Source: an optimization exercise on an open RTL-to-GDS flow (aim: small area). Production flows keep margins and buffers that such runs may drop. At most, simulation tests tie the RTL to the original design; equivalence was not proved. Only the layout flow was run in run 1; the RTL was not checked for function there. The flow treats the clock pin as an ideal source, which a real chip does not have. No activity file was given, so power comes from the tool's default toggle rates.

$ cat design/flow/design.v
module OnePixel(
	input             rst,
	input             clk,
	input             draw_en,
	input      [9:0]  startx,
	input      [9:0]  starty,
	output reg        finished,
	output     [14:0] write_mem_address
);
localparam START = 2'd0, BOUNDRY_CHECK = 2'd1, DRAW = 2'd2, DONE = 2'd3;
reg [1:0] S;
reg [7:0] bx;    
reg [6:0] by;    
always @(posedge clk or negedge rst)
	if (!rst)
		S <= START;
	else
		case (S)
			START:         S <= BOUNDRY_CHECK;
			BOUNDRY_CHECK: S <= !draw_en ? START :
			                    (startx <= 10'd640 && starty <= 10'd480) ? DRAW : DONE;
			DRAW:          S <= DONE;
			default:       S <= draw_en ? DONE : START;
		endcase
always @(posedge clk)
	if (S == START)
		finished <= 1'b0;
	else if (S == DRAW)
		finished <= 1'b1;
always @(posedge clk)
	if (S == START) begin
		bx <= startx[9:2];
		by <= starty[8:2];
	end
block_address write_addr (.bx(bx), .by(by), .address(write_mem_address));
endmodule
module block_address(
	input      [7:0]  bx,
	input      [6:0]  by,
	output reg [14:0] address
);
wire [11:0] a = {bx, by[6:3]};
wire [11:0] b = {4'd0, bx};
reg         borrow;
integer     i;
always @(*) begin
	borrow = 1'b0;
	for (i = 0; i < 12; i = i + 1) begin
		address[i+3] = a[i] ^ b[i] ^ borrow;
		borrow = (~a[i] & (b[i] | borrow)) | (b[i] & borrow);
	end
	address[2:0] = by[2:0];
end
endmodule
module vga_driver(
	input             clk,
	input             rst,
	output            vga_clk,
	output            hsync,
	output            vsync,
	output            VGA_BLANK_N,
	output            VGA_SYNC_N,
	output            line_start,    
	output reg [10:0] pos,
	output reg [9:0]  line
);
assign line_start = pos[10] & pos[9] & (&pos[5:0]);
wire   last_line  = line[9] & line[3] & line[2];             
assign vga_clk     = pos[0];
assign hsync       = ~(pos >= 11'd1309 && pos < 11'd1501);   
assign vsync       = line_start ? ~(line == 10'd488 || line == 10'd489)
                                : ~(line == 10'd489 || line == 10'd490);
assign VGA_BLANK_N = line_start ? (line <= 10'd478 || last_line)
                                : (pos <= 11'd1278 && line <= 10'd479);
assign VGA_SYNC_N  = 1'b1;
reg [10:0] pos_inc;
reg [9:0]  line_inc;
reg        c;
integer    i;
always @(*) begin
	c = 1'b1;
	for (i = 0; i < 11; i = i + 1) begin
		pos_inc[i] = pos[i] ^ c;
		c = c & pos[i];
	end
	c = 1'b1;
	for (i = 0; i < 10; i = i + 1) begin
		line_inc[i] = line[i] ^ c;
		c = c & line[i];
	end
end
always @(posedge clk or negedge rst)
	if (!rst) begin
		pos  <= 11'd0;
		line <= 10'd0;
	end else if (line_start) begin
		pos  <= 11'd0;
		line <= last_line ? 10'd0 : line_inc;
	end else
		pos <= pos_inc;
endmodule
module vga_driver_memory_double_buf(
	input             CLOCK_50,
	input             rst_n,
	input      [14:0] external_address,
	input      [23:0] external_data,
	input             external_start,
	output            VGA_CLK,
	output            VGA_HS,
	output            VGA_VS,
	output            VGA_BLANK_N,
	output            VGA_SYNC_N,
	output     [7:0]  VGA_R,
	output     [7:0]  VGA_G,
	output     [7:0]  VGA_B,
	output     [14:0] frame_buf_mem_address0,
	output     [23:0] frame_buf_mem_data0,
	output            frame_buf_mem_wren0,
	input      [23:0] frame_buf_mem_q0,
	output     [14:0] frame_buf_mem_address1,
	output     [23:0] frame_buf_mem_data1,
	output            frame_buf_mem_wren1,
	input      [23:0] frame_buf_mem_q1
);
wire clk = CLOCK_50;
wire rst = rst_n;
wire        line_start;
wire [10:0] pos;
wire [9:0]  line;
vga_driver the_vga(
	.clk(clk), .rst(rst), .vga_clk(VGA_CLK), .hsync(VGA_HS), .vsync(VGA_VS),
	.VGA_BLANK_N(VGA_BLANK_N), .VGA_SYNC_N(VGA_SYNC_N),
	.line_start(line_start), .pos(pos), .line(line));
localparam W2M_DONE = 2'd0, RFM_INIT_START = 2'd1, RFM_INIT_WAIT = 2'd2, RFM_DRAWING = 2'd3;
wire frame_end   = line_start && line == 10'd478;
wire frame_begin = line_start && line[9] && line[3] && line[2];
reg [1:0]  S;
reg        sel;
reg        first;    
reg [14:0] write_buf_mem_address_n;
reg [23:0] write_buf_mem_data;
reg        write_buf_mem_wren;
always @(posedge clk or negedge rst)
	if (!rst)
		S <= W2M_DONE;
	else
		case (S)
			W2M_DONE:       S <= frame_end ? RFM_INIT_START : W2M_DONE;
			RFM_INIT_START: S <= RFM_INIT_WAIT;
			RFM_INIT_WAIT:  S <= frame_begin ? RFM_DRAWING : RFM_INIT_WAIT;
			default:        S <= frame_end ? RFM_INIT_START : RFM_DRAWING;
		endcase
always @(posedge clk or negedge rst)
	if (!rst)
		sel <= 1'b0;
	else if (S == RFM_INIT_START)
		sel <= ~sel;
always @(posedge clk or negedge rst)
	if (!rst)
		first <= 1'b1;
	else if (S == RFM_DRAWING)
		first <= 1'b0;
wire       clip_y = line >= 10'd479;
wire       clip_x = clip_y || pos[10:3] >= 8'd160;
wire [7:0] rx = first ? 8'd0 : clip_x ? 8'd159 : pos[10:3];
wire [6:0] ry = first ? 7'd0 : clip_y ? 7'd119 : line[8:2];
wire [14:0] read_buf_mem_address;
block_address read_addr (.bx(rx), .by(ry), .address(read_buf_mem_address));
wire write_now = (S == RFM_DRAWING) && external_start;
always @(posedge clk or negedge rst)
	if (!rst)
		write_buf_mem_wren <= 1'b0;
	else
		write_buf_mem_wren <= write_now;
always @(posedge clk)
	if (write_now)
		write_buf_mem_address_n <= ~external_address;    
always @(posedge clk)
	write_buf_mem_data <= external_data;
wire white = (S == W2M_DONE);
wire hide0 = white | ~sel;
wire hide1 = white | sel;
assign {VGA_R, VGA_G, VGA_B} = ({24{hide0}} | frame_buf_mem_q0) & ({24{hide1}} | frame_buf_mem_q1);
wire read0 = sel | first;     
wire read1 = ~sel | first;    
assign frame_buf_mem_address0 = ~(({15{~read0}} | ~read_buf_mem_address) & ({15{read0}} | write_buf_mem_address_n));
assign frame_buf_mem_address1 = ~(({15{~read1}} | ~read_buf_mem_address) & ({15{read1}} | write_buf_mem_address_n));
assign frame_buf_mem_data0    = write_buf_mem_data;
assign frame_buf_mem_data1    = write_buf_mem_data;
assign frame_buf_mem_wren0    = write_buf_mem_wren & ~sel;
assign frame_buf_mem_wren1    = write_buf_mem_wren & sel;
endmodule
module MASTER_TEST(
	input         CLOCK_50,     
	input         rst_n,        
	input         draw_en,
	input  [9:0]  startx,
	input  [9:0]  starty,
	input  [23:0] color,
	output        VGA_CLK,
	output        VGA_HS,
	output        VGA_VS,
	output        VGA_BLANK_N,
	output        VGA_SYNC_N,
	output [7:0]  VGA_R,
	output [7:0]  VGA_G,
	output [7:0]  VGA_B,
	output [14:0] mem0_addr,
	output [23:0] mem0_wdata,
	output        mem0_wren,
	input  [23:0] mem0_q,
	output [14:0] mem1_addr,
	output [23:0] mem1_wdata,
	output        mem1_wren,
	input  [23:0] mem1_q
);
wire        finished;
wire [14:0] pixel_address;
OnePixel pixel (
	.rst(rst_n), .clk(CLOCK_50), .draw_en(draw_en), .startx(startx), .starty(starty),
	.finished(finished), .write_mem_address(pixel_address));
vga_driver_memory_double_buf VGA_MODULE (
	.CLOCK_50(CLOCK_50), .rst_n(rst_n),
	.external_address(pixel_address), .external_data(color), .external_start(finished),
	.VGA_CLK(VGA_CLK), .VGA_HS(VGA_HS), .VGA_VS(VGA_VS), .VGA_BLANK_N(VGA_BLANK_N), .VGA_SYNC_N(VGA_SYNC_N),
	.VGA_R(VGA_R), .VGA_G(VGA_G), .VGA_B(VGA_B),
	.frame_buf_mem_address0(mem0_addr), .frame_buf_mem_data0(mem0_wdata), .frame_buf_mem_wren0(mem0_wren), .frame_buf_mem_q0(mem0_q),
	.frame_buf_mem_address1(mem1_addr), .frame_buf_mem_data1(mem1_wdata), .frame_buf_mem_wren1(mem1_wren), .frame_buf_mem_q1(mem1_q));
endmodule
$ cat design/flow/flow/run.sh
#!/bin/bash
# The standard layout (standard.sh) with these changes:
# - synthesis maps the logic for area (flow/synth.tcl, flow/abc_area.script)
#   and leaves adders to ABC instead of mapping them to full-adder cells;
# - the port buffers use the smallest buffer cell;
# - clock tree synthesis uses the options in CTS_ARGS.
# ORFS's logs are in orfs/logs; make's output goes to standard.log.
set -euo pipefail
F=$(pwd)/flow
export FLOW_ABC_SCRIPT=$F/abc_area.script
export BUFFER_PORTS_ARGS="-buffer_cell sky130_fd_sc_hd__buf_1"
export CTS_ARGS="-sink_clustering_enable -repair_clock_nets -dont_use_dummy_load -buf_list {sky130_fd_sc_hd__clkbuf_4 sky130_fd_sc_hd__clkbuf_8}"
bash standard.sh finish SYNTH_SCRIPT=$F/synth.tcl ADDER_MAP_FILE= > standard.log 2>&1
$ cat design/flow/flow/abc_area.script
strash
fraig
balance -l; resub -K 6 -l; rewrite -l; resub -K 6 -N 2 -l; refactor -l; resub -K 8 -l; balance -l; resub -K 8 -N 2 -l; rewrite -l; resub -K 10 -l; rewrite -z -l; resub -K 10 -N 2 -l; balance -l; resub -K 12 -l; refactor -z -l; resub -K 12 -N 2 -l; rewrite -z -l; balance -l
dch -f
amap -m
topo
$ cat design/flow/flow/synth.tcl
# The standard flow's synthesis script (synth_recipe.tcl) with one change: ABC maps the
# logic with flow/abc_area.script instead of ORFS's script.
proc synth {args} { yosys synth -nofsm -noshare {*}$args }
proc abc {args} {
  set i [lsearch $args -script]
  if { $i >= 0 } {
    set args [lreplace $args [expr {$i + 1}] [expr {$i + 1}] $::env(FLOW_ABC_SCRIPT)]
  }
  yosys abc {*}$args
}
source $::env(SCRIPTS_DIR)/synth.tcl
# left out here: clear keep_hierarchy, flatten, clean up, hide names made inside functions, write 1_2_yosys.v
$ cat design/flow/standard.sh
#!/bin/bash
# synth_recipe.tcl (not shown) runs the flow's synth.tcl, then flattens the netlist and writes it again
# the make line also repeats each setting of config.mk as NAME=value (left out here)
make -C /OpenROAD-flow-scripts/flow DESIGN_CONFIG=/design/flow/config.mk WORK_HOME=/design/flow/orfs CLKGATE_MAP_FILE= SYNTH_SCRIPT=/design/flow/synth_recipe.tcl "${@:-finish}"
$ cat design/flow/config.mk
export PLATFORM = sky130hd
export DESIGN_NAME = MASTER_TEST
export DESIGN_NICKNAME = MASTER_TEST
export VERILOG_FILES = /design/flow/design.v
export SDC_FILE = /design/flow/constraint.sdc
export NUM_CORES = 4
export LEC_CHECK = 0
export CAP_MARGIN = 20
export CORE_MARGIN = 2
export CORE_UTILIZATION = 70
export SLEW_MARGIN = 20
$ cat design/flow/constraint.sdc
create_clock -name core_clock -period 10.0 [get_ports {CLOCK_50}]
set_input_delay 2.0000 -clock core_clock [delete_from_list [all_inputs] [get_ports {CLOCK_50}]]
set_output_delay 2.0000 -clock core_clock [all_outputs]
set_load 0.01 [all_outputs]
==> run summary, run 1 <==
CTS
TritonCTS built the clock tree. After clock tree synthesis, the repair step resized 0 gates. Once the clock tree was built, the setup fixing pass inserted 0 buffers. For this design, the CTS-stage hold fixing added 0 buffers.

The CTS buffer count is 9. Clock tree synthesis selected as its root buffer the cell clkbuf_8. The worst-case clock buffer depth is 2. For this design, the sink count on the clock tree is just over 80. The clock transition at the registers of the reported paths is approximately 0.07 ns. The clock reaches the later pin of the worst-skew pair after roughly 0.36 ns. CTS built an H-tree with a depth of 3.

Run status
The flow ran to the end and the layout has no timing, DRC or antenna violations.

Critical path
The worst path required time is around 8.0 ns. The cell with the largest stage delay on the worst path is o31ai_1. The critical path endpoint category is an output pin.

The worst setup path startpoint is VGA_MODULE.the_vga.line[3]. The worst reg2reg path startpoint is pixel.bx[1]. Of all nets on the critical path, the largest fanout is 9. The critical path's most frequent cell is o21ai_0.

The depth of the worst register-to-register path is 28. The largest single stage delay on the critical path is between 0.7 and 0.8 ns. The type of the worst setup path is flop to output pin. The startpoint type of the worst setup path is a flop. Data on the critical path arrives at its endpoint at between 6 and 7 ns.

GRT
The global-route wire length before repair is 19100 um. The remaining global-route overflow is 0. The via count of the first global-routing pass is 3988. Entering global routing, the biggest net connects 29 pins.

Global routing consumed, over all layers together, about two fifths of the routing resources. The number of antenna violations at the first check in global routing is 0.

Placed design
The count of input and output buffers is a little over 200. Before CTS, the worst setup slack after placement is between 1.5 and 2 ns. The number of placed cells counting well taps is 679. After detailed placement, the total cell area comes to between 4000 and 5000 um^2. Summed over all nets, the half-perimeter wirelength after detailed placement is 9560 um. The congestion estimate from routability-driven global placement came to between 0.9 and 1.

Detailed routing
Using the TritonRoute via totals, the vias-per-cell ratio works out to 6.12. The detailed router finished its first iteration with 401 violations. The routed layout has 4210 vias.

The detailed-route wire length per cell is 18.4 um. The routed design has about 13000 um of wire. The number of routed nets with antenna violations is 0. The first detailed-routing pass took 5 iterations. The number of design rule violations left after detail routing is 0.

Pwr
Dividing total power by cell area gives a power density of 131 nW/um^2. The sum of internal, switching and leakage power is roughly 600 uW. The highest ir drop seen on vdd is ~0.13 mV. The leakage power is around 1.6 nW.

Timing
For the final database, setup skew stands at between 0.02 and 0.025 ns. The slew of the pin with the lowest slew margin is 0.891 ns. Setup repair after global routing left no endpoint under its margin. The time the worst path needs with I/O delays and setup is 8.68 ns.

After layout, the worst setup slack is approximately 1.3 ns. The relative slew slack is ~40%. For this run, the top clock speed supported by timing is between 100 and 150 MHz.

After routing, the total negative slack on setup checks comes to 0 ns. The final number of setup-violating endpoints is 0. The final cycle utilization of the critical path is between 80% and 90%. The number of hold violations in the final report was 0. The final max-slew violation count is 0.

Synthesis
After technology mapping, the gate count stands at around 430. The count of synthesis-stage warnings from yosys is 4. Yosys mapped a number of flops with a built-in enable equal to 30. For this run, the leading register cell type out of synthesis is edfxtp_1. Counting every net in the synthesized netlist gives 523. The proportion of synthesized flip-flops having asynchronous set or reset is between 30% and 40%. The average size of a mapped cell is a little over 9 um^2. In this run, synthesis produced a sequential element count of 83. The cell area after synthesis is about 3900 um^2.

The register area share after synthesis is approximately 54%. The count of different cell masters after synthesis is 33.

Floorplan
The initial core utilization is between 70% and 80%. In this run the core area contains 27 standard-cell rows. The core region is roughly 5400 um^2. The die covers 6200 um^2. about 200 I/O pins were placed. The width of the chip is roughly 80 um. The die is approximately 80 um tall.

Worst hold path
The worst hold path begins at VGA_MODULE.the_vga.pos[0]. Counting instances, the worst hold path has a depth of 1. The worst min-delay path class is flop to flop.

Cells and area
The post-route netlist has slightly below 2% of its cells at a drive strength greater than 1. The final standard cell count with taps included and fillers excluded is slightly below 700. The area growth from synthesis to layout is 20.4%.

The repair_antennas step left the layout with diodes totalling 0. After routing the design area is 4710 um^2. After the last flow step, the layout net total stands at a little over 700.

Run
The number of max-capacitance violations reported is 0.
## report_power, final
part,internal [mW],switching (mW)
clock,0.0805,0.105
sequential,0.365,0.00813
combinational,0.0202,0.0372
## worst paths after layout
path | to | slack [ns]
worst max-delay path | mem1_addr[13] | 1.32
worst min-delay path | VGA_MODULE.the_vga.pos[0] | 0.50
worst max register to register | VGA_MODULE.write_buf_mem_address_n[13] | 5.24
worst min register to register | VGA_MODULE.the_vga.pos[0] | 0.50
max in group asynchronous | VGA_MODULE.first | 8.03
min in group asynchronous | VGA_MODULE.write_buf_mem_wren | 1.64
## metrics by stage
stage	util, %	hold slack (ns)
6_report	86.6	0.495
5_1_grt	86.6	0.514
4_1_cts	86.6	0.500
3_5_place_dp	84.3	0.484
3_3_place_gp	84.2	0.426
2_1_floorplan	-	0.416
## cell type report
type / instances / area (um^2)
well taps: 72 / 90.1
multi-input cells: 274 / 1450
flip-flops and latches: 83 / 2100
clock buffers: 9 / 124
fillers: 309 / 728
repair buffers: 204 / 773
inverters: 46 / 173
## cells in the final DEF, fill, tap and decap left out
cell type	instances
a211oi_1	1
a21o_1	1
a21oi_1	20
a22oi_1	3
a31oi_1	3
and2_0	1
and3_1	2
buf_1	202
buf_4	2
clkbuf_8	9
clkinv_1	46
conb_1	1
dfrtp_1	27
dfstp_2	1
dfxtp_1	25
edfxtp_1	30
nand2_1	41
nand3_1	4
nand4_1	4
nor2_1	57
nor2b_1	4
nor3_1	11
nor4_1	2
o21a_1	5
o21ai_0	51
o21bai_1	1
o221ai_1	1
o22a_1	24
o22ai_1	30
o31a_1	1
o31ai_1	1
o32ai_1	1
o41a_1	1
or3_1	2
or4_1	1
## synth_stat cells (all sizes together), types with 3 or more instances
cell / count / area share (%)
buf: 25 / 4.8
nand3: 4 / 0.51
a31oi: 3 / 0.48
nor2: 57 / 5.5
edfxtp: 30 / 23
nor3: 11 / 1.4
nor2b: 4 / 0.64
clkinv: 46 / 4.4
o22a: 24 / 5.4
nand4: 4 / 0.64
a21oi: 20 / 2.6
o21ai: 51 / 6.5
dfxtp: 25 / 13
o22ai: 30 / 4.8
dfrtp: 27 / 17
nand2: 41 / 3.9
a22oi: 3 / 0.58
o21a: 5 / 0.96
## state kept, by name, indices dropped and copies added (netlist names), 2 cells and up, named ones only
| name | cells |
|---|---|
| VGA_MODULE.S | 2 |
| VGA_MODULE.the_vga.line | 10 |
| VGA_MODULE.the_vga.pos | 11 |
| VGA_MODULE.write_buf_mem_address_n | 15 |
| VGA_MODULE.write_buf_mem_data | 24 |
| pixel.bx | 8 |
| pixel.by | 7 |
## cells by family (layout without fill, tap and decap cells)
kind of cell	Yosys count	in the layout	synth area share [%]
AOI/OAI and AO/OA	144	144	23.0
buffers and inverters	71	259	9.21
other	1	1	0.0959
and+or+nand+nor	129	129	13.9
DFF	83	83	53.8
## critical path: cells and delay by family (launching register included)
kind,cells,cell delay [ns]
AO/OA/AOI/OAI,17,3.56
buffers and inverters,2,0.29
flip-flops,1,0.45
AND/OR/NAND/NOR,15,2.01
## layer usage
layer	track usage (%)	vias up	part of all wire (%)
li1	-	1892	-
met1	45.3	1937	35
met2	72.8	314	51
met3	9.32	67	8.8
met4	19.3	0	4.7
met5	0	-	0
==> run 2, diff against run 1 <==
--- a/design/flow/design.v
+++ b/design/flow/design.v
@@ -8,20 +8,22 @@
 	output     [14:0] write_mem_address
 );
 localparam START = 2'd0, BOUNDRY_CHECK = 2'd1, DRAW = 2'd2, DONE = 2'd3;
-reg [1:0] S;
+reg       s0, s1;    
+wire [1:0] S = {s1, s0};
 reg [7:0] bx;    
 reg [6:0] by;    
-always @(posedge clk or negedge rst)
-	if (!rst)
-		S <= START;
+wire in_range = startx <= 10'd640 && starty <= 10'd480;
+always @(posedge clk or negedge rst)
+	if (!rst)
+		s0 <= 1'b0;
 	else
-		case (S)
-			START:         S <= BOUNDRY_CHECK;
-			BOUNDRY_CHECK: S <= !draw_en ? START :
-			                    (startx <= 10'd640 && starty <= 10'd480) ? DRAW : DONE;
-			DRAW:          S <= DONE;
-			default:       S <= draw_en ? DONE : START;
-		endcase
+		s0 <= (S == START) || S == DRAW || (S == BOUNDRY_CHECK && draw_en && !in_range) ||
+		        (S == DONE && draw_en);
+always @(posedge clk or negedge rst)
+	if (!rst)
+		s1 <= 1'b0;
+	else if (s0)    
+		s1 <= draw_en;
 always @(posedge clk)
 	if (S == START)
 		finished <= 1'b0;
--- a/design/flow/flow/run.sh
+++ b/design/flow/flow/run.sh
@@ -9,5 +9,5 @@
 F=$(pwd)/flow
 export FLOW_ABC_SCRIPT=$F/abc_area.script
 export BUFFER_PORTS_ARGS="-buffer_cell sky130_fd_sc_hd__buf_1"
-export CTS_ARGS="-sink_clustering_enable -repair_clock_nets -dont_use_dummy_load -buf_list {sky130_fd_sc_hd__clkbuf_4 sky130_fd_sc_hd__clkbuf_8}"
+export CTS_ARGS="-sink_clustering_enable -repair_clock_nets -dont_use_dummy_load -buf_list sky130_fd_sc_hd__clkbuf_8"
 bash standard.sh finish SYNTH_SCRIPT=$F/synth.tcl ADDER_MAP_FILE= > standard.log 2>&1
==> run 2 against run 1 <==
Effect of this change: critical endpoint unchanged; critical path depth unchanged; maximum frequency decreased by 0.88%; still clean; synthesized cell count decreased by 0.70%; final area decreased by 0.37%; clock skew increased by 0.00084 ns; core utilization decreased by 0.32 points; worst setup slack got worse by 0.077 ns; sequential power about the same; critical path type unchanged; area after synthesis decreased by 0.32%; clock-buffer cell count unchanged; largest power group unchanged.
==> run summary, run 2 <==
Synthesis
The dominant synthesized flop cell is edfxtp_1 (unchanged). The register area share after synthesis is 53.9% (was 53.8%). The proportion of synthesized flip-flops having asynchronous set or reset is 33.7% (unchanged).

The number of synthesized flops with an enable pin is 30 (unchanged). The cell area after synthesis is 3900 um^2 (was 3910 um^2). The average size of a mapped cell is 9.17 um^2 (was 9.14 um^2). The synthesis-stage register bit count is 83 (unchanged). The cell taking the most area after synthesis is edfxtp_1 (unchanged). Most instantiated cells after synthesis: o21ai_0, nor2_1, nand2_1 (was nor2_1, o21ai_0, clkinv_1).

The count of synthesis-stage warnings from yosys came to 4 (unchanged). The area share of the leading cell type in the synthesized netlist is 23.1% (was 23.0%). The leading cell type by number of instances after synthesis is o21ai_0 (was nor2_1). The net count after synthesis is 520 (was 523). The count of different cell masters after synthesis is 32 (was 33). The synthesized netlist cell count is 425 (was 428). Cells taking the most area after synthesis: edfxtp_1, dfrtp_1, dfxtp_1 (unchanged).

Pwr
The portion of total power attributed to combinational logic is 8.9% (was 9.3%). The switching power total is 145 uW (was 150 uW). The part of the total power dissipated in sequential elements is 60.8% (was 60.6%). The clock group share of total power is 30.3% (was 30.1%). The fraction of power spent switching nets was 23.8% (was 24.3%).

The cell-internal power is 465 uW (was 466 uW). The power per cell area is 130 nW/um^2 (was 131 nW/um^2). The highest ir drop seen on vdd is 0.176 mV (was 0.135 mV).

The leakage power is 1.63 nW (about the same).

Run status
Result of the run: timing/DRC/antenna clean (unchanged).

Timing
The relative slew slack came to 40.8% (was 40.1%). The worst hold slack across all endpoints is 0.473 ns (was 0.495 ns). The time the worst path needs with I/O delays and setup is 8.75 ns (was 8.68 ns). The final number of setup-violating endpoints came to 0 (unchanged).

The slew of the pin with the lowest slew margin was 0.884 ns (was 0.891 ns). The final max-slew violation count is 0 (unchanged). The worst-case clock skew is 0.0215 ns (was 0.0206 ns). The number of hold violations in the final report is 0 (unchanged). The setup TNS is 0 ns (unchanged). RSZ-0062 raised after global routing: no (unchanged). The highest achievable clock rate is 114 MHz (was 115 MHz). The final cycle utilization of the critical path is 87.5% (was 86.8%).

GRT
The via count of the first global-routing pass is 3682 (was 3988). The number of antenna violations at the first check in global routing is 0 (unchanged). The global-route wire length before repair is 17600 um (was 19100 um). The pin count of the biggest net entering global routing came to 29 (unchanged). The remaining global-route overflow is 0 (unchanged).

The global-route total usage across every layer is 37.2% (was 40.5%).

Cells and area
The fraction of final layout cells with drive strength greater than 1 is 1.96% (was 1.95%). Biggest regs: VGA_MODULE.write_buf_mem_data x24, VGA_MODULE.write_buf_mem_address_n x15, VGA_MODULE.the_vga.pos x11 (unchanged). The register ranked first by flip-flop count is VGA_MODULE.write_buf_mem_data (unchanged). The most common cell after layout, fill and taps aside is buf_1 (unchanged). Leading cell types in the layout, fill and taps excluded: buf_1, o21ai_0, nor2_1, nand2_1, clkinv_1 (was buf_1, nor2_1, o21ai_0, clkinv_1, nand2_1).

The number of nets in the layout was 709 (was 713). The number of flip-flops under the largest register name is 24 (unchanged). The signed area change from the synthesized netlist to the final layout was 20.4% (about the same). The core utilization of the finished layout was 86.3% (was 86.6%). The count of inserted antenna diode cells is 0 (unchanged).

Detailed routing
The number of routed nets with antenna violations was 0 (unchanged). The number of design rule violations left after detail routing is 0 (unchanged). The sum of routed wire length over all layers is 11900 um (was 12700 um). The highest routed metal layer is met4 (unchanged).

The detailed route wirelength on metal2 is 6000 um (was 6470 um). The met3 layer wire length in the routed design came to 1120 um (about the same). The met1 routed wirelength after detailed routing came to 4240 um (was 4500 um). The detailed-router iteration count before antenna repair is 6 (was 5).

The total number of vias is 4222 (was 4210). The via count normalized by instance count is 6.17 (was 6.12). The detailed-route wire length per cell is 17.3 um (was 18.4 um). The number of design-rule violations left by the first detailed-router iteration is 449 (was 401).

Worst hold path
The worst min-delay path class is flop to flop (unchanged). The hold path startpoint is pixel.finished (was VGA_MODULE.the_vga.pos[0]).

Floorplan
The vertical extent of the die is 78.6 um (was 78.8 um). The area of the core is 5440 um^2 (unchanged). The initial core utilization is 71.7% (was 71.9%). The die area is 6180 um^2 (was 6200 um^2). The number of primary I/O pins is 204 (unchanged). The width of the chip came to 78.6 um (was 78.8 um). The number of placement rows is 27 (unchanged).

CTS
The number of resized instances in the post-cts repair step was 0 (unchanged). The CTS buffer count is 9 (unchanged). The CTS H-tree depth is 3 (unchanged). The buffers inserted during post-CTS setup optimization is 0 (unchanged). The count of clock tree sinks is 83 (unchanged). The buffer type at the clock tree root is clkbuf_8 (unchanged). The worst-case clock buffer depth came to 2 (unchanged). The number of hold-repair buffers added at the cts stage is 0 (unchanged). The clock transition at the registers of the reported paths is 0.08 ns (was 0.07 ns).

The clock tree from TritonCTS is built (unchanged). The source-to-sink clock delay at the later pin of the worst-skew pair is 0.35 ns (was 0.36 ns).

Critical path
The worst endpoint data arrival time was 6.75 ns (was 6.68 ns). The critical path endpoint category is an output pin (unchanged). The cell with the largest stage delay on the worst path is o21ai_0 (was o31ai_1). The startpoint type of the worst setup path is a flop (unchanged). The worst path required time is 8.00 ns (about the same). The worst setup path startpoint is VGA_MODULE.the_vga.line[2] (was VGA_MODULE.the_vga.line[3]). The type of the worst setup path is flop to output pin (unchanged). The worst reg2reg path startpoint is pixel.bx[1] (unchanged). The maximum fanout encountered on the critical timing path came to 9 (unchanged). The highest cell delay on the worst timing path is 0.63 ns (was 0.72 ns).

The critical path's most frequent cell is o21ai_0 (unchanged).

Placed design
The half-perimeter wire length after placement is 8880 um (was 9560 um). The count of input and output buffers was 202 (unchanged). The final RePlAce weighted congestion is 0.875 (was 0.919).

Run
The number of max-capacitance violations reported is 0 (unchanged).
==> run 2: cell types whose count changed after synthesis, sizes merged, moves of 2 or more <==
cell,before,now
nand3,4,6
clkinv,46,41
nand2,41,47
o21a,5,7
o22ai,30,28
a21oi,20,16
o21ai,51,57
nor2b,4,2
nor2,57,52
==> run 2: final timing paths <==
check	endpoint	slack, ns	cells after the start
worst max-delay path	mem1_addr[13]	1.25	34
worst min-delay path	pixel.finished	0.47	2
worst max register to register	VGA_MODULE.write_buf_mem_address_n[13]	5.40	28
worst min register to register	pixel.finished	0.47	2
max in group asynchronous	VGA_MODULE.first	8.04	2
min in group asynchronous	VGA_MODULE.the_vga.pos[1]	1.65	2
==> run 2: stage by stage <==
| step | worst slack (ns) | area (um^2) | total power [mW] | instances |
|---|---|---|---|---|
| floorplan | 2.98 | 3900 | 0.407 | 425 |
| global placement | 2.44 | 4570 | 0.426 | 675 |
| detailed placement | 1.92 | 4570 | 0.430 | 675 |
| CTS | 1.51 | 4690 | 0.609 | 684 |
| global route | 0.434 | 4690 | 0.629 | 684 |
| finish | 1.25 | 4690 | 0.611 | 684 |
==> run 2: worst max-delay path, delay by kind of cell, from the launching register on <==
kind	cells	cell delay, ns
AOI/OAI and AO/OA	17	3.55
and+or+nand+nor	15	2.05
DFF	1	0.47
buffers and inverters	2	0.31
==> run 2: logic make-up after synthesis <==
group                  count (synthesis)  synth area share (%)
AOI/OAI and AO/OA                    144                  23.0
and+or+nand+nor                      131                  14.2
DFF                                   83                  53.9
buffers and inverters                 66                  8.76
other                                  1                0.0962
==> run 2: cell type report <==
cell class / count / area, um^2
Timing Repair Buffer: 203 / 766
Tap cell: 72 / 90.1
Multi-Input combinational cell: 276 / 1460
Clock buffer: 9 / 124
Fill cell: 302 / 746
Inverter: 41 / 154
Sequential cell: 83 / 2100
==> run 2: power groups by stage <==
stage | Sequential (mW) | Clock, mW | Combinational [mW]
after floorplan | 0.379 | 0 | 0.0275
after global placement | 0.377 | 0 | 0.0483
after detailed placement | 0.378 | 0 | 0.0522
after CTS | 0.371 | 0.184 | 0.0532
after global routing | 0.373 | 0.198 | 0.0591
final | 0.372 | 0.185 | 0.0541
==> run 2: per-layer routing <==
| metal | vias to the layer above | GRT usage, % |
|---|---|---|
| met5 | - | 0 |
| met4 | 0 | 13.7 |
| met3 | 67 | 7.93 |
| met2 | 339 | 65.0 |
| met1 | 1937 | 45.5 |
| li1 | 1879 | - |
==> run 3, diff against run 2 <==
--- a/design/flow/design.v
+++ b/design/flow/design.v
@@ -95,11 +95,11 @@
 	if (!rst) begin
 		pos  <= 11'd0;
 		line <= 10'd0;
-	end else if (line_start) begin
-		pos  <= 11'd0;
-		line <= last_line ? 10'd0 : line_inc;
-	end else
-		pos <= pos_inc;
+	end else begin
+		pos <= pos_inc & ~({11{line_start}} & 11'b110_0100_0000);
+		if (line_start)
+			line <= line_inc & ~({10{last_line}} & 10'b10_0000_1101);
+	end
 endmodule
 module vga_driver_memory_double_buf(
 	input             CLOCK_50,
==> design/flow/flow/run.sh (replaced) <==
#!/bin/bash
# The standard layout (standard.sh) with these changes:
# - synthesis maps the logic for area (flow/synth.tcl, flow/abc_area.script)
#   and leaves adders to ABC instead of mapping them to full-adder cells;
# - the port buffers use the smallest buffer cell;
# - clock tree synthesis uses the options in CTS_ARGS, and then
#   flow/post_cts.tcl sizes each clock buffer down as far as the clock
#   pins slews allow.
# ORFS's logs are in orfs/logs; make's output goes to standard.log.
set -euo pipefail
F=$(pwd)/flow
export FLOW_ABC_SCRIPT=$F/abc_area.script
export BUFFER_PORTS_ARGS="-buffer_cell sky130_fd_sc_hd__buf_1"
export CTS_ARGS="-sink_clustering_enable -repair_clock_nets -dont_use_dummy_load -buf_list sky130_fd_sc_hd__clkbuf_8"
export POST_CTS_TCL=$F/post_cts.tcl
bash standard.sh finish SYNTH_SCRIPT=$F/synth.tcl ADDER_MAP_FILE= > standard.log 2>&1
==> design/flow/flow/post_cts.tcl (new file) <==
estimate_parasitics -placement
proc my_clk_maxslew {} {
  set m 0
  foreach p [get_pins -hierarchical */CLK] {
    set s [get_property $p slew_max]
    if { $s > $m } { set m $s }
  }
  return $m
}
set my_slew_limit 0.105
set my_sizes {sky130_fd_sc_hd__clkbuf_2 sky130_fd_sc_hd__clkbuf_4 sky130_fd_sc_hd__clkbuf_8 sky130_fd_sc_hd__clkbuf_16}
puts "post_cts: clock pin slew before resizing [my_clk_maxslew]"
foreach c [get_cells -filter "ref_name =~ sky130_fd_sc_hd__clkbuf_*"] {
  set orig [get_property $c ref_name]
  set i [lsearch $my_sizes $orig]
  if { $i <= 0 } { continue }
  # a buffer that drives flip-flops directly keeps at least clkbuf_4: the
  # placement estimate underrates the routed slew of a clkbuf_2
  set out [get_pins -of_objects $c -filter "direction == output"]
  set j0 0
  foreach p [get_pins -of_objects [get_nets -of_objects $out] -filter "direction == input"] {
    if { [get_property $p name] == "CLK" } { set j0 1 }
  }
  for { set j $j0 } { $j < $i } { incr j } {
    replace_cell $c [lindex $my_sizes $j]
    estimate_parasitics -placement
    if { [my_clk_maxslew] <= $my_slew_limit } { break }
    replace_cell $c $orig
    estimate_parasitics -placement
  }
  puts "post_cts: [get_full_name $c] $orig -> [get_property $c ref_name]"
}
puts "post_cts: clock pin slew after resizing [my_clk_maxslew]"
==> run 3 against run 2 <==
Effect of this change: global-route usage up 3.6 points; worst setup slack better by 0.20 ns; clock-buffer cell count unchanged; via count is 0.40% lower; register-to-register slack lost 0.84 ns; cell count shrank 1.6%; clock power is 14% lower; sequential share of layout area rose by 0.77 points; non-clock buffer count grew 1; clock skew up 0.017 ns; largest cell class unchanged.
==> run summary, run 3 <==
Run status
Result of the run: timing/DRC/antenna clean (unchanged).

CTS
The source-to-sink clock delay at the later pin of the worst-skew pair came to 0.55 ns (was 0.35 ns). The count of clock tree sinks is 83 (unchanged). The clock tree from TritonCTS is built (unchanged). The clock transition at the registers of the reported paths came to 0.11 ns (was 0.08 ns).

Synthesis
The cell taking the most area after synthesis was edfxtp_1 (unchanged). The count of different cell masters after synthesis came to 32 (unchanged). The post-synthesis compound-gate area fraction is 23.0% (about the same). The count of synthesis-stage warnings from yosys is 4 (unchanged). The dominant synthesized flop cell is edfxtp_1 (unchanged). The simple-gate share of the synthesized area is 13.9% (was 14.2%).

The portion of netlist area occupied by mux cells is 0% (unchanged). The average size of a mapped cell is 9.32 um^2 (was 9.17 um^2). The area share of the leading cell type in the synthesized netlist is 23.4% (was 23.1%). The main combinational cell family by area after synthesis is compound AO/OA/AOI/OAI gates (unchanged). The cell area after synthesis came to 3850 um^2 (was 3900 um^2). Most instantiated cells after synthesis: nor2_1, o21ai_0, nand2_1 (was o21ai_0, nor2_1, nand2_1). The leading cell type by number of instances after synthesis is nor2_1 (was o21ai_0). The number of synthesized flops with an enable pin is 30 (unchanged). The synthesis-stage register bit count is 83 (unchanged). The synthesized netlist cell count is 413 (was 425). The net count after synthesis is 508 (was 520). The xor/xnor share of the synthesized area was 0% (unchanged).

The register area share after synthesis is 54.6% (was 53.9%). Cells taking the most area after synthesis: edfxtp_1, dfrtp_1, dfxtp_1 (unchanged). The adder-cell area share of the yosys netlist is 0% (unchanged). The proportion of synthesized flip-flops having asynchronous set or reset is 33.7% (unchanged).

Timing
The number of hold violations in the final report is 0 (unchanged). RSZ-0062 raised after global routing: no (unchanged). The setup TNS is 0 ns (unchanged).

The worst-case clock skew was 0.0389 ns (was 0.0215 ns). The time the worst path needs with I/O delays and setup is 8.55 ns (was 8.75 ns). The final max-slew violation count is 0 (unchanged).

The relative slew slack is 33.9% (was 40.8%). The highest achievable clock rate is 117 MHz (was 114 MHz). The final number of setup-violating endpoints is 0 (unchanged). The final cycle utilization of the critical path is 85.5% (was 87.5%). The slew of the pin with the lowest slew margin is 0.988 ns (was 0.884 ns). The worst hold slack across all endpoints was 0.477 ns (was 0.473 ns).

Floorplan
The number of primary I/O pins was 204 (unchanged). The initial core utilization is 71.2% (was 71.7%). The number of placement rows is 27 (unchanged).

The width of the chip is 78.2 um (was 78.6 um). The area of the core came to 5410 um^2 (was 5440 um^2). The die area came to 6110 um^2 (was 6180 um^2).

The vertical extent of the die is 78.2 um (was 78.6 um).

Placed design
The count of input and output buffers is 202 (unchanged). The final RePlAce weighted congestion is 0.990 (was 0.875). The half-perimeter wire length after placement is 8520 um (was 8880 um). The number of placed cells counting well taps was 664 (was 675).

Cells and area
The signed area change from the synthesized netlist to the final layout is 19.9% (was 20.4%). Leading cell types in the layout, fill and taps excluded: buf_1, nor2_1, o21ai_0, nand2_1, clkinv_1 (was buf_1, o21ai_0, nor2_1, nand2_1, clkinv_1). The number of flip-flops under the largest register name came to 24 (unchanged). The final standard cell count with taps included and fillers excluded is 673 (was 684). The core utilization of the finished layout is 85.4% (was 86.3%). The footprint of the multi-input gates came to 1430 um^2 (was 1460 um^2). Biggest regs: VGA_MODULE.write_buf_mem_data x24, VGA_MODULE.write_buf_mem_address_n x15, VGA_MODULE.the_vga.pos x11 (unchanged). The number of nets in the layout was 698 (was 709).

The most common cell after layout, fill and taps aside is buf_1 (unchanged). The area occupied by registers was 2100 um^2 (unchanged). The fraction of final layout cells with drive strength greater than 1 was 2.33% (was 1.96%).

The number of inserted filler cells in the final layout is 282 (was 302). The register ranked first by flip-flop count is VGA_MODULE.write_buf_mem_data (unchanged). The count of inserted antenna diode cells was 0 (unchanged).

Critical path
The type of the worst setup path is flop to output pin (unchanged). The maximum fanout encountered on the critical timing path was 8 (was 9). The highest cell delay on the worst timing path is 0.44 ns (was 0.63 ns). The critical path's most frequent cell is o21ai_0 (unchanged). The worst endpoint data arrival time is 6.55 ns (was 6.75 ns). The cell class contributing the biggest share of worst-path delay is compound AO/OA/AOI/OAI gates (unchanged). The startpoint type of the worst setup path is a flop (unchanged). The number of buffer and inverter stages on the critical path is 3 (was 2). The worst path required time is 8.00 ns (about the same). The critical path endpoint category is an output pin (unchanged). The cell with the largest stage delay on the worst path is dfrtp_1 (was o21ai_0).

GRT
The global-route wire length before repair came to 19000 um (was 17600 um). The pin count of the biggest net entering global routing is 29 (unchanged). The number of antenna violations at the first check in global routing is 0 (unchanged). The remaining global-route overflow is 0 (unchanged).

The global-route total usage across every layer came to 40.8% (was 37.2%). The via count of the first global-routing pass is 3929 (was 3682).

Pwr
The highest ir drop seen on vdd came to 0.126 mV (was 0.176 mV). The clock group share of total power was 27.0% (was 30.3%). The power per cell area is 128 nW/um^2 (was 130 nW/um^2). The portion of total power attributed to combinational logic is 9.9% (was 8.9%). The fraction of power spent switching nets is 26.0% (was 23.8%).

The cell-internal power is 437 uW (was 465 uW). The switching power total came to 153 uW (was 145 uW). The part of the total power dissipated in sequential elements came to 63.1% (was 60.8%).

The leakage power is 1.62 nW (was 1.63 nW).

Run
The number of max-capacitance violations reported came to 0 (unchanged).

Detailed routing
The number of routed nets with antenna violations is 0 (unchanged). The number of design rule violations left after detail routing is 0 (unchanged). The total number of vias is 4205 (was 4222). The via count normalized by instance count came to 6.25 (was 6.17). The sum of routed wire length over all layers is 12700 um (was 11900 um). The detailed-router iteration count before antenna repair came to 5 (was 6). The number of design-rule violations left by the first detailed-router iteration is 531 (was 449).

The detailed-route wire length per cell was 18.8 um (was 17.3 um).

Worst hold path
The worst min-delay path class is flop to flop (unchanged).
## run 3: path summary, 6_finish.rpt
kind | slack (ns) | end | depth (start not counted) | start
setup reg to reg | 4.56 | VGA_MODULE.write_buf_mem_address_n[14] | 27 | pixel.bx[1]
hold / removal | 0.48 | pixel.finished | 2 | pixel.finished
max in group asynchronous | 8.23 | pixel.s0 | 2 | rst_n
setup / recovery | 1.45 | mem1_addr[13] | 35 | VGA_MODULE.the_vga.line[6]
min in group asynchronous | 1.44 | VGA_MODULE.the_vga.line[1] | 2 | rst_n
hold reg to reg | 0.48 | pixel.finished | 2 | pixel.finished
## run 3: metrics by stage
stage / area, um^2 / power (mW) / setup WS, ns
final: 4610 / 0.590 / 1.45
after global routing: 4610 / 0.604 / 0.587
after detailed placement: 4530 / 0.431 / 2.26
after global placement: 4530 / 0.425 / 2.67
after floorplan: 3850 / 0.407 / 2.93
## run 3: cell families after synthesis
family                 count (synthesis)
other                                  1
AND/OR/NAND/NOR                      127
flip-flops                            83
buffers and inverters                 61
AO/OA/AOI/OAI                        141
## run 3: cell type report
type                            instances  area share [%]
Sequential cell                        83            45.6
Inverter                               36            2.93
Clock buffer                            9            1.82
Multi-Input combinational cell        269            31.0
Timing Repair Buffer                  204            16.8
Tap cell                               72            1.95
## run 3: layer usage
layer  track usage, %  vias up  part of all wire [%]
met4             26.7        0                   6.7
met3             11.3       93                    11
li1                 -     1849                     -
met5                0        -                     0
met2             71.0      408                    49
met1             43.4     1855                    33
## run 3: power by group through the flow
stage	clock, mW	combinational, mW	sequential, mW
finish	0.159	0.0584	0.373
global route	0.169	0.0622	0.373
detailed placement	0	0.0531	0.378
global placement	0	0.0479	0.377
floorplan	0	0.0277	0.379
## run 3: worst reg2reg max path, stage by stage, from the launching register on
cell and delay, ns:
edfxtp_1 0.40, clkinv_1 0.16, nor2_1 0.08, a21oi_1 0.21
nand2_1 0.12, o21ai_0 0.23, nor2_1 0.14, a21oi_1 0.25
nand2_1 0.11, o21ai_0 0.12, nand2_1 0.15, o21a_1 0.14
nand2_1 0.12, nand2_1 0.10, o21ai_0 0.35, o21ai_0 0.20
nand2_1 0.14, o21ai_0 0.17, o21ai_0 0.34, nand2_1 0.17
o21a_1 0.17, nand2_1 0.12, nand2_1 0.11, o21ai_0 0.28
o21ai_0 0.18, nor2_1 0.27, nand2_1 0.18, o21ai_0 0.26
==> run 4, diff against run 3 <==
--- a/design/flow/flow/post_cts.tcl
+++ b/design/flow/flow/post_cts.tcl
@@ -7,7 +7,7 @@
   }
   return $m
 }
-set my_slew_limit 0.105
+set my_slew_limit 0.100
 set my_sizes {sky130_fd_sc_hd__clkbuf_2 sky130_fd_sc_hd__clkbuf_4 sky130_fd_sc_hd__clkbuf_8 sky130_fd_sc_hd__clkbuf_16}
 puts "post_cts: clock pin slew before resizing [my_clk_maxslew]"
 foreach c [get_cells -filter "ref_name =~ sky130_fd_sc_hd__clkbuf_*"] {
==> run 4 against run 3 <==
Effect of this change: still clean on timing, DRC and antenna; clock-buffer cell count did not move; routed wire length shrank 0.98%; worst setup slack lost 0.029 ns; synthesized cell count did not move; critical path depth shrank 2; sequential cell count unchanged; die area is the same; non-clock buffer count stayed put; critical endpoint unchanged; largest cell class unchanged.
==> run summary, run 4 <==
Run status
Result of the run: timing/DRC/antenna clean (unchanged).

Synthesis
The count of synthesis-stage warnings from yosys came to 4 (unchanged). The number of synthesized flops with an enable pin came to 30 (unchanged). The synthesized netlist cell count came to 413 (unchanged). The register area share after synthesis is 54.6% (unchanged).

The net count after synthesis is 508 (unchanged). Cells taking the most area after synthesis: edfxtp_1, dfrtp_1, dfxtp_1 (unchanged). The cell taking the most area after synthesis is edfxtp_1 (unchanged). The dominant synthesized flop cell was edfxtp_1 (unchanged). The average size of a mapped cell is 9.32 um^2 (unchanged). The cell area after synthesis is 3850 um^2 (unchanged). The leading cell type by number of instances after synthesis is nor2_1 (unchanged). The proportion of synthesized flip-flops having asynchronous set or reset came to 33.7% (unchanged).

The count of different cell masters after synthesis is 32 (unchanged). The area share of the leading cell type in the synthesized netlist is 23.4% (unchanged). Most instantiated cells after synthesis: nor2_1, o21ai_0, nand2_1 (unchanged). The synthesis-stage register bit count is 83 (unchanged).

Cells and area
The number of nets in the layout is 698 (unchanged). The most common cell after layout, fill and taps aside is buf_1 (unchanged). The number of inserted filler cells in the final layout is 278 (was 282). Biggest regs: VGA_MODULE.write_buf_mem_data x24, VGA_MODULE.write_buf_mem_address_n x15, VGA_MODULE.the_vga.pos x11 (unchanged). The number of flip-flops under the largest register name is 24 (unchanged).

The register ranked first by flip-flop count is VGA_MODULE.write_buf_mem_data (unchanged). The fraction of final layout cells with drive strength greater than 1 is 2.33% (unchanged). Leading cell types in the layout, fill and taps excluded: buf_1, nor2_1, o21ai_0, nand2_1, clkinv_1 (unchanged). The core utilization of the finished layout was 85.6% (was 85.4%).

The signed area change from the synthesized netlist to the final layout is 20.2% (was 19.9%). The final standard cell count with taps included and fillers excluded is 673 (unchanged). The count of inserted antenna diode cells is 0 (unchanged).

Timing
The setup TNS was 0 ns (unchanged). The final number of setup-violating endpoints is 0 (unchanged). The final cycle utilization of the critical path was 85.8% (was 85.5%). The worst hold slack across all endpoints came to 0.477 ns (about the same). The slew of the pin with the lowest slew margin came to 1.02 ns (was 0.988 ns). The number of hold violations in the final report is 0 (unchanged).

The highest achievable clock rate was 117 MHz (about the same). The final max-slew violation count is 0 (unchanged). The worst-case clock skew was 0.0415 ns (was 0.0389 ns). The time the worst path needs with I/O delays and setup came to 8.58 ns (was 8.55 ns). RSZ-0062 raised after global routing: no (unchanged). The relative slew slack is 31.8% (was 33.9%).

Worst hold path
The worst min-delay path class was flop to flop (unchanged).

Detailed routing
The number of design-rule violations left by the first detailed-router iteration is 562 (was 531). The via count normalized by instance count was 6.19 (was 6.25). The detailed-route wire length per cell is 18.6 um (was 18.8 um). The detailed-router iteration count before antenna repair is 6 (was 5).

The sum of routed wire length over all layers came to 12500 um (was 12700 um). The highest routed metal layer is met4 (unchanged). The number of routed nets with antenna violations is 0 (unchanged). The total number of vias was 4164 (was 4205). The met3 layer wire length in the routed design is 1480 um (was 1450 um).

The number of design rule violations left after detail routing is 0 (unchanged). The met1 routed wirelength after detailed routing is 4080 um (was 4120 um). The detailed route wirelength on metal2 is 6210 um (was 6250 um).

Floorplan
The die area was 6110 um^2 (unchanged). The initial core utilization came to 71.2% (unchanged). The number of placement rows is 27 (unchanged). The number of primary I/O pins is 204 (unchanged). The width of the chip is 78.2 um (unchanged).

The area of the core was 5410 um^2 (unchanged). The vertical extent of the die is 78.2 um (unchanged).

Placed design
The number of placed cells counting well taps was 664 (unchanged). The half-perimeter wire length after placement is 8520 um (unchanged). The count of input and output buffers was 202 (unchanged). The final RePlAce weighted congestion was 0.990 (unchanged).

Critical path
The critical path endpoint category is an output pin (unchanged). The cell class contributing the biggest share of worst-path delay is compound AO/OA/AOI/OAI gates (unchanged). The type of the worst setup path was flop to output pin (unchanged).

The startpoint type of the worst setup path is a flop (unchanged). The maximum fanout encountered on the critical timing path is 8 (unchanged). The worst endpoint data arrival time is 6.58 ns (was 6.55 ns). The critical path's most frequent cell is o21ai_0 (unchanged). The highest cell delay on the worst timing path is 0.45 ns (was 0.44 ns). The cell with the largest stage delay on the worst path is o21ai_0 (was dfrtp_1). The worst path required time is 8.00 ns (about the same). The number of buffer and inverter stages on the critical path is 3 (unchanged).

Run
The number of max-capacitance violations reported is 0 (unchanged).

GRT
The pin count of the biggest net entering global routing is 29 (unchanged). The global-route total usage across every layer is 41.0% (was 40.8%). The number of antenna violations at the first check in global routing was 0 (unchanged). The via count of the first global-routing pass is 3923 (was 3929). The remaining global-route overflow is 0 (unchanged). The global-route wire length before repair is 19100 um (was 19000 um).

Pwr
The clock group share of total power was 28.1% (was 27.0%). The highest ir drop seen on vdd was 0.127 mV (was 0.126 mV). The sum of internal, switching and leakage power is 600 uW (was 590 uW). The leakage power is 1.63 nW (was 1.62 nW). The portion of total power attributed to combinational logic was 9.7% (was 9.9%). The cell-internal power is 445 uW (was 437 uW). The part of the total power dissipated in sequential elements is 62.1% (was 63.1%).

The fraction of power spent switching nets was 25.8% (was 26.0%). The power per cell area is 130 nW/um^2 (was 128 nW/um^2). The switching power total came to 155 uW (was 153 uW).

CTS
The clock tree from TritonCTS is built (unchanged). The count of clock tree sinks came to 83 (unchanged). The source-to-sink clock delay at the later pin of the worst-skew pair is 0.55 ns (about the same). The clock transition at the registers of the reported paths was 0.11 ns (about the same).
==> run 4: layout make-up <==
cell class,instances,area (um^2),area share [%]
timing repair buffer,204,773,16.7
clock buffer,9,96.3,2.08
sequential,83,2100,45.5
multi-input combinational,269,1430,30.9
tap,72,90.1,1.95
inverter,36,135,2.92
==> run 4: power groups by stage <==
stage	Combinational [mW]	Sequential (mW)	Clock [mW]
2_1_floorplan	0.0277	0.379	0
3_3_place_gp	0.0479	0.377	0
5_1_grt	0.0623	0.373	0.179
3_5_place_dp	0.0531	0.378	0
6_report	0.0585	0.373	0.169
==> run 4: through the flow <==
stage | setup slack (ns) | instance area, um^2
after detailed placement | 2.26 | 4530
after global placement | 2.67 | 4530
after global routing | 0.575 | 4630
final | 1.42 | 4630
after floorplan | 2.93 | 3850
==> run 4: tightest hold or removal path, cell delays in order (launching register included) <==
cell,delay [ns]
dfxtp_1,0.32
clkinv_1,0.06
a21oi_1,0.06
==> run 4: cell families after synthesis <==
family | Yosys count | share of synthesized area (%)
AO/OA/AOI/OAI | 141 | 23.0
AND/OR/NAND/NOR | 127 | 13.9
flip-flops | 83 | 54.6
buffers and inverters | 61 | 8.38
other | 1 | 0.0974
==> run 4: per-layer routing <==
layer | vias to the layer above | track usage [%]
met5 | - | 0
met4 | 0 | 25.8
met3 | 84 | 11.1
met2 | 403 | 71.5
met1 | 1825 | 43.9
li1 | 1852 | -
==> run 4: worst paths after layout <==
kind	startpoint	slack [ns]	to	depth (start not counted)
setup / recovery	VGA_MODULE.the_vga.line[6]	1.42	mem1_addr[13]	33
hold / removal	pixel.finished	0.48	pixel.finished	2
setup reg to reg	pixel.bx[1]	4.54	VGA_MODULE.write_buf_mem_address_n[14]	26
hold reg to reg	pixel.finished	0.48	pixel.finished	2
max in group asynchronous	rst_n	8.20	VGA_MODULE.first	2
min in group asynchronous	rst_n	1.44	VGA_MODULE.the_vga.line[2]	2
==> run 5, diff against run 4 <==
--- a/design/flow/config.mk
+++ b/design/flow/config.mk
@@ -7,5 +7,5 @@
 export LEC_CHECK = 0
 export CAP_MARGIN = 20
 export CORE_MARGIN = 2
-export CORE_UTILIZATION = 70
+export CORE_UTILIZATION = 85
 export SLEW_MARGIN = 20
==> run 5 against run 4 <==
Effect of this change: the flow now stops in 3_3_place_gp; synthesized cell count unchanged; area after synthesis is the same.
==> run summary, run 5 <==
Run status
Result of the run: did not finish (was timing/DRC/antenna clean). The terminating stage of the flow is 3_3_place_gp. The tool reported: "[ERROR GPL-0301] Utilization 112.023 % exceeds 100%".

Synthesis
The average size of a mapped cell was 9.32 um^2 (unchanged). The register area share after synthesis is 54.6% (unchanged). Most instantiated cells after synthesis: nor2_1, o21ai_0, nand2_1 (unchanged). The count of different cell masters after synthesis was 32 (unchanged). The proportion of synthesized flip-flops having asynchronous set or reset is 33.7% (unchanged). The cell area after synthesis came to 3850 um^2 (unchanged). The synthesized netlist cell count is 413 (unchanged). The area share of the leading cell type in the synthesized netlist is 23.4% (unchanged).

The number of synthesized flops with an enable pin is 30 (unchanged). Cells taking the most area after synthesis: edfxtp_1, dfrtp_1, dfxtp_1 (unchanged). The cell taking the most area after synthesis is edfxtp_1 (unchanged). The synthesis-stage register bit count is 83 (unchanged). The count of synthesis-stage warnings from yosys is 4 (unchanged). The leading cell type by number of instances after synthesis is nor2_1 (unchanged).

The dominant synthesized flop cell is edfxtp_1 (unchanged). The net count after synthesis is 508 (unchanged).

Floorplan
The number of primary I/O pins came to 204 (unchanged). The initial core utilization is 88.4% (was 71.2%). The number of placement rows came to 24 (was 27). The width of the chip is 71.3 um (was 78.2 um).

The vertical extent of the die is 71.3 um (was 78.2 um).

Placed design
The count of input and output buffers is 202 (unchanged).
run 5: cell families after synthesis:
group | after synthesis | synth area share [%]
other cells | 1 | 0.0974
flops | 83 | 54.6
buf+inv | 61 | 8.38
simple gates | 127 | 13.9
compound gates | 141 | 23.0
==> run 6, diff against run 5 <==
--- a/design/flow/design.v
+++ b/design/flow/design.v
@@ -174,12 +174,12 @@
 		write_buf_mem_wren <= 1'b0;
 	else
 		write_buf_mem_wren <= write_now;
-always @(posedge clk)
-	if (write_now)
-		write_buf_mem_address_n <= ~external_address;    
+wire white = (S == W2M_DONE);
+always @(posedge clk)
+	if (write_now || white)
+		write_buf_mem_address_n <= ~external_address | {15{white}};
 always @(posedge clk)
 	write_buf_mem_data <= external_data;
-wire white = (S == W2M_DONE);
 wire hide0 = white | ~sel;
 wire hide1 = white | sel;
 assign {VGA_R, VGA_G, VGA_B} = ({24{hide0}} | frame_buf_mem_q0) & ({24{hide1}} | frame_buf_mem_q1);
--- a/design/flow/config.mk
+++ b/design/flow/config.mk
@@ -7,5 +7,5 @@
 export LEC_CHECK = 0
 export CAP_MARGIN = 20
 export CORE_MARGIN = 2
-export CORE_UTILIZATION = 85
+export CORE_UTILIZATION = 60
 export SLEW_MARGIN = 20
==> run 6 against run 5 <==
Effect of this change: the run now finishes clean; synthesized cell count rose by 3.4%; area after synthesis rose by 1.8%.
==> run summary, run 6 <==
Critical path
STA puts the critical path data required time at ~8 ns. The cell with the largest stage delay on the worst path is dfrtp_1. The worst setup path is of the flop to output pin kind. The critical path endpoint category is an output pin. The worst setup path is launched from a flop. The maximum fanout encountered on the critical timing path is 8. The worst endpoint data arrival time is 6.39 ns. By instance count, the cell type seen most on the critical path is o21ai_0. The highest cell delay on the worst timing path is roughly 0.4 ns.

Run status
Result of the run: timing/DRC/antenna clean (was did not finish).

Pwr
The clock group share of total power is between 20% and 30%. The part of the total power dissipated in sequential elements is around 64%. The cell-internal power is around 440 uW. The highest ir drop seen on vdd is around 0.13 mV.

The analysis attributes to cell leakage a power of between 1.5 and 2 nW. In this run switching power makes up a little under a quarter of total power. The portion of total power attributed to combinational logic is around 8.5%. In this run the power spent charging and discharging nets is 133 uW. Power spread over the standard cell area amounts to 122 nW/um^2.

Timing
Setup violations remaining at the end of the flow were counted as 0. The final max-slew violation count came to 0. The number of hold violations in the final report is 0.

The post-route worst setup slack is roughly 1.6 ns. For the final database, setup skew stands at between 0.02 and 0.025 ns. In the final timing run, aggregate negative setup slack is 0 ns. The worst path uses between 80% and 90% of the clock period. At the pin with the least slew margin, the transition time is approximately 0.85 ns. The time the worst path needs with I/O delays and setup is 8.39 ns. For this run, the top clock speed supported by timing is ~120 MHz. Setup repair after global routing left no endpoint under its margin. The worst pin sits at a relative slew slack of approximately 43%.

Worst hold path
The min-delay analysis places its worst path in the category flop to flop.

Synthesis
The leading cell type by number of instances after synthesis was nor2_1 (unchanged). The cell area after synthesis was 3920 um^2 (was 3850 um^2). The dominant synthesized flop cell is edfxtp_1 (unchanged). The count of synthesis-stage warnings from yosys is 4 (unchanged).

The area share of the leading cell type in the synthesized netlist came to 23.0% (was 23.4%). The net count after synthesis was 522 (was 508). The number of synthesized flops with an enable pin is 30 (unchanged). The synthesis-stage register bit count was 83 (unchanged). The cell taking the most area after synthesis is edfxtp_1 (unchanged).

Most instantiated cells after synthesis: nor2_1, o21ai_0, nand2_1 (unchanged). The synthesized netlist cell count is 427 (was 413). The register area share after synthesis is 53.7% (was 54.6%). The average size of a mapped cell came to 9.17 um^2 (was 9.32 um^2).

Cells taking the most area after synthesis: edfxtp_1, dfrtp_1, dfxtp_1 (unchanged). The proportion of synthesized flip-flops having asynchronous set or reset is 33.7% (unchanged). The count of different cell masters after synthesis is 36 (was 32).

Floorplan
The number of placement rows is 29 (was 24). The vertical extent of the die is 84.8 um (was 71.3 um). The area of the core is 6350 um^2. The number of primary I/O pins came to 204 (unchanged). The initial core utilization was 61.7% (was 88.4%). The die area is a little over 7000 um^2. The width of the chip is 84.8 um (was 71.3 um).

Cells and area
The net count of the finished layout is 711. After routing the design area is 4690 um^2. The number of inserted filler cells in the final layout is roughly 510. The footprint of the multi-input gates is ~1500 um^2.

The largest registers in the layout are VGA_MODULE.write_buf_mem_data x24, VGA_MODULE.write_buf_mem_address_n x15, VGA_MODULE.the_vga.pos x11. In the layout the commonest cells are buf_1, nor2_1, o21ai_0, nand2_1, clkinv_1. Cells with a size suffix above 1 make up around 2.1% of the layout. Registers take approximately 2100 um^2. VGA_MODULE.write_buf_mem_data holds more flip-flops than any other register. The final standard cell count with taps included and fillers excluded is a little under 700. The signed area change from the synthesized netlist to the final layout is 19.7%.

The register with the most flip-flops in the layout has 24 of them. Leaving out fill and tap cells, the most frequent cell in the layout is buf_1. The repair_antennas step left the layout with diodes totalling 0.

GRT
The first global-routing pass estimated about 14000 um of wire. Entering global routing, the biggest net connects 29 pins. The via count of the first global-routing pass came to about 3300. Global routing used about 25% of the available tracks across all layers. The number of antenna violations at the first check in global routing was 0.

Global routing finished with a remaining overflow of 0.

Placed design
The pre-CTS setup slack is between 2 and 2.5 ns. The congestion estimate from routability-driven global placement came to a little under 1. The number of placed cells counting well taps is between 600 and 700.

Detailed placement finished with a half-perimeter wire length of approximately 7500 um. The placement-stage cell area is around 4600 um^2. The count of input and output buffers is 202 (unchanged).

CTS
The clock drives 83 sinks. The clock tree from TritonCTS is built. The source-to-sink clock delay at the later pin of the worst-skew pair is about 0.4 ns. After clock tree synthesis, the clock-pin slew on the worst setup and hold paths is 0.10 ns.

Detailed routing
The number of design rule violations left after detail routing is 0. The detailed-route wire length per cell is 13.7 um. The number of design-rule violations left by the first detailed-router iteration is roughly 210. The sum of routed wire length over all layers is roughly 9500 um.

The via count normalized by instance count is roughly 5.5. The number of routed nets with antenna violations is 0. The total number of vias is roughly 3800.

The first detailed-routing pass ran for 5 iterations.

Run
Across the run, the number of max-cap violations was 0.
run 6: changes by cell type after synthesis, moves of 3 or more:
cell / change
nand2_1: -8
a21oi_1: +5
nor2_1: +14
nor2b_1: +4
o21a_1: -4
or2_0: +3
run 6: cells by family (layout without fill, tap and decap cells):
kind of cell           after synthesis  in the layout  share of synthesized area (%)
and+or+nand+nor                    140            140                           15.3
buffers and inverters               60            247                           8.14
DFF                                 83             83                           53.7
AOI/OAI and AO/OA                  143            143                           22.7
other                                1              1                         0.0957
run 6: critical path: cells and delay by family, from the launching register on:
kind                   cells  cell delay [ns]
AO/OA/AOI/OAI             17             3.23
buffers and inverters      3             0.42
flip-flops                 1             0.40
AND/OR/NAND/NOR           15             1.97
run 6: final cells by class:
class	count	share of cell area, %
flip-flops and latches	83	44.8
well taps	77	2.05
inverters	35	2.80
multi-input cells	284	32.0
clock buffers	9	1.97
repair buffers	203	16.3
run 6: per-stage QoR:
stage | power, mW | hold WS, ns | utilization, %
global route | 0.595 | 0.506 | 73.9
finish | 0.573 | 0.472 | 73.9
global placement | 0.421 | 0.427 | 72.3
floorplan | 0.403 | 0.409 | -
detailed placement | 0.424 | 0.464 | 72.4
run 6: path summary, 6_finish.rpt:
path | depth (start not counted) | startpoint | endpoint | slack, ns
worst max register to register | 32 | pixel.bx[0] | VGA_MODULE.write_buf_mem_address_n[13] | 5.20
max in group asynchronous | 2 | rst_n | VGA_MODULE.first | 8.10
min in group asynchronous | 2 | rst_n | VGA_MODULE.the_vga.pos[10] | 1.58
worst min register to register | 1 | VGA_MODULE.S[1] | VGA_MODULE.first | 0.47
worst max-delay path | 35 | VGA_MODULE.the_vga.line[1] | mem0_addr[13] | 1.61
worst min-delay path | 1 | VGA_MODULE.S[1] | VGA_MODULE.first | 0.47
run 6: routing by layer:
layer / vias up / GRT usage [%] / part of all wire, %
met1: 1714 / 29.6 / 39
met5: - / 0 / 0
li1: 1888 / - / -
met4: 0 / 11.8 / 2.8
met2: 187 / 45.0 / 51
met3: 27 / 5.41 / 7.5
run 6: power groups by stage:
stage | combinational, mW | sequential (mW) | clock (mW)
after floorplan | 0.0262 | 0.377 | 0
after global routing | 0.0546 | 0.370 | 0.171
after global placement | 0.0464 | 0.375 | 0
final | 0.0485 | 0.369 | 0.156
after detailed placement | 0.0487 | 0.376 | 0
==> run 7, diff against run 6 <==
--- a/design/flow/config.mk
+++ b/design/flow/config.mk
@@ -7,5 +7,5 @@
 export LEC_CHECK = 0
 export CAP_MARGIN = 20
 export CORE_MARGIN = 2
-export CORE_UTILIZATION = 60
+export CORE_UTILIZATION = 70
 export SLEW_MARGIN = 20
==> run 7 against run 6 <==
Effect of this change: final area is essentially flat; combinational power grew 19%; hold slack gained 0.022 ns; core utilization rose by 12 points; critical endpoint is now mem1_addr[13]; critical path depth decreased by 2; clock-buffer cell count stayed put; total power rose by 4.2%; via count up 15%; clock skew up 0.0073 ns; register-to-register slack lost 1.8 ns.
==> run summary, run 7 <==
Run status
Result of the run: timing/DRC/antenna clean (unchanged).

Detailed routing
The number of design-rule violations left by the first detailed-router iteration was 643 (was 209). The detailed-route wire length per cell is 19.6 um (was 13.7 um). The sum of routed wire length over all layers is 13500 um (was 9460 um). The detailed-router iteration count before antenna repair is 6 (was 5). The number of design rule violations left after detail routing is 0 (unchanged).

Floorplan
The initial core utilization is 72.0% (was 61.7%). The area of the core came to 5440 um^2 (was 6350 um^2).

Placed design
The placement-stage cell area was 4590 um^2 (was 4600 um^2). The number of placed cells counting well taps is 678 (was 682).

Synthesis
Cells taking the most area after synthesis: edfxtp_1, dfrtp_1, dfxtp_1 (unchanged). The number of synthesized flops with an enable pin is 30 (unchanged). The area share of the leading cell type in the synthesized netlist came to 23.0% (unchanged). The register area share after synthesis is 53.7% (unchanged). The count of different cell masters after synthesis is 36 (unchanged).

The proportion of synthesized flip-flops having asynchronous set or reset is 33.7% (unchanged). The synthesis-stage register bit count is 83 (unchanged). Most instantiated cells after synthesis: nor2_1, o21ai_0, nand2_1 (unchanged).

Critical path
The worst path required time is 8.00 ns (about the same). The type of the worst setup path is flop to output pin (unchanged). The critical path's most frequent cell is o21ai_0 (unchanged). The worst reg2reg path startpoint is pixel.bx[0] (unchanged). The worst setup path startpoint was VGA_MODULE.the_vga.line[1] (unchanged).

The maximum fanout encountered on the critical timing path is 8 (unchanged).

Cells and area
The number of nets in the layout is 712 (was 711). The footprint of the multi-input gates is 1500 um^2 (about the same). The most common cell after layout, fill and taps aside was buf_1 (unchanged). The number of flip-flops under the largest register name is 24 (unchanged). The final standard cell count with taps included and fillers excluded was 687 (was 691). The fraction of final layout cells with drive strength greater than 1 is 2.11% (was 2.12%).

The post-layout instance area came to 4690 um^2 (about the same). The area occupied by registers came to 2100 um^2 (unchanged).

CTS
The source-to-sink clock delay at the later pin of the worst-skew pair was 0.55 ns (was 0.40 ns). The clock tree from TritonCTS is built (unchanged). The count of clock tree sinks was 83 (unchanged).

Timing
The time the worst path needs with I/O delays and setup came to 8.70 ns (was 8.39 ns). The final cycle utilization of the critical path is 87.0% (was 83.9%). The relative slew slack is 34.5% (was 43.3%).

The number of hold violations in the final report is 0 (unchanged). The final number of setup-violating endpoints is 0 (unchanged).

GRT
The number of antenna violations at the first check in global routing is 0 (unchanged). The global-route wire length before repair is 20000 um (was 14400 um). The global-route total usage across every layer is 42.4% (was 25.5%).

Pwr
The part of the total power dissipated in sequential elements is 62.0% (was 64.3%). The fraction of power spent switching nets was 26.0% (was 23.2%). The clock group share of total power is 28.3% (was 27.2%). The cell-internal power is 442 uW (was 440 uW).

The highest ir drop seen on vdd is 0.135 mV (was 0.127 mV).

Worst hold path
The cell depth of the worst hold path is 2 (was 1).
-- run 7: area by class of cell --
| cell class | instances | share of cell area (%) |
|---|---|---|
| flip-flops and latches | 83 | 44.8 |
| multi-input cells | 284 | 31.9 |
| repair buffers | 204 | 16.5 |
| inverters | 35 | 2.80 |
| clock buffers | 9 | 2.05 |
| well taps | 72 | 1.92 |
-- run 7: logic make-up (layout without fill, tap and decap cells) --
family,after synthesis,in the layout,share of synthesized area [%]
and+or+nand+nor,140,140,15.3
DFF,83,83,53.7
buffers and inverters,60,248,8.14
other,1,1,0.0957
AOI/OAI and AO/OA,143,143,22.7
-- run 7: tightest hold or removal path, stage by stage (launching register included) --
cell and delay, ns:
dfxtp_1 0.32, clkinv_1 0.09, nor2_1 0.06
-- run 7: power groups by stage --
| stage | Combinational [mW] | Clock (mW) | Sequential, mW |
|---|---|---|---|
| 2_1_floorplan | 0.0262 | 0 | 0.377 |
| 3_3_place_gp | 0.0463 | 0 | 0.375 |
| 3_5_place_dp | 0.0531 | 0 | 0.376 |
| 5_1_grt | 0.0609 | 0.177 | 0.371 |
| 6_report | 0.0578 | 0.169 | 0.371 |
-- run 7: worst paths after layout --
| kind | slack (ns) | endpoint |
|---|---|---|
| max | 1.30 | mem1_addr[13] |
| max reg2reg | 3.41 | VGA_MODULE.write_buf_mem_address_n[13] |
| min reg2reg | 0.49 | VGA_MODULE.write_buf_mem_wren |
| max in group asynchronous | 8.24 | VGA_MODULE.first |
| min | 0.49 | VGA_MODULE.write_buf_mem_wren |
| min in group asynchronous | 1.44 | VGA_MODULE.S[0] |
-- run 7: metrics by stage --
stage / utilization [%] / setup WS, ns / total power [mW] / hold slack [ns]
2_1_floorplan: - / 3.13 / 0.403 / 0.409
3_5_place_dp: 84.4 / 2.24 / 0.429 / 0.448
5_1_grt: 86.3 / 0.659 / 0.609 / 0.499
6_report: 86.3 / 1.30 / 0.597 / 0.493
3_3_place_gp: 84.3 / 2.69 / 0.421 / 0.426
-- run 7: metal layers --
layer  routed length, um  vias to the layer above  global-route usage (%)
li1                    -                     1886                       -
met1                4120                     1929                    43.1
met2                6730                      465                    75.0
met3                1740                      114                    13.9
met4                 867                        0                    26.4
met5                   0                        -                       0

Setup slack of run 7, layout unchanged: 1.296 ns with ideal ports, 1.266 ns with driving cells assumed (clock clkbuf_16, inputs buf_2), 1.835 ns with port delays also shifted by the 0.569 ns mid clock arrival.
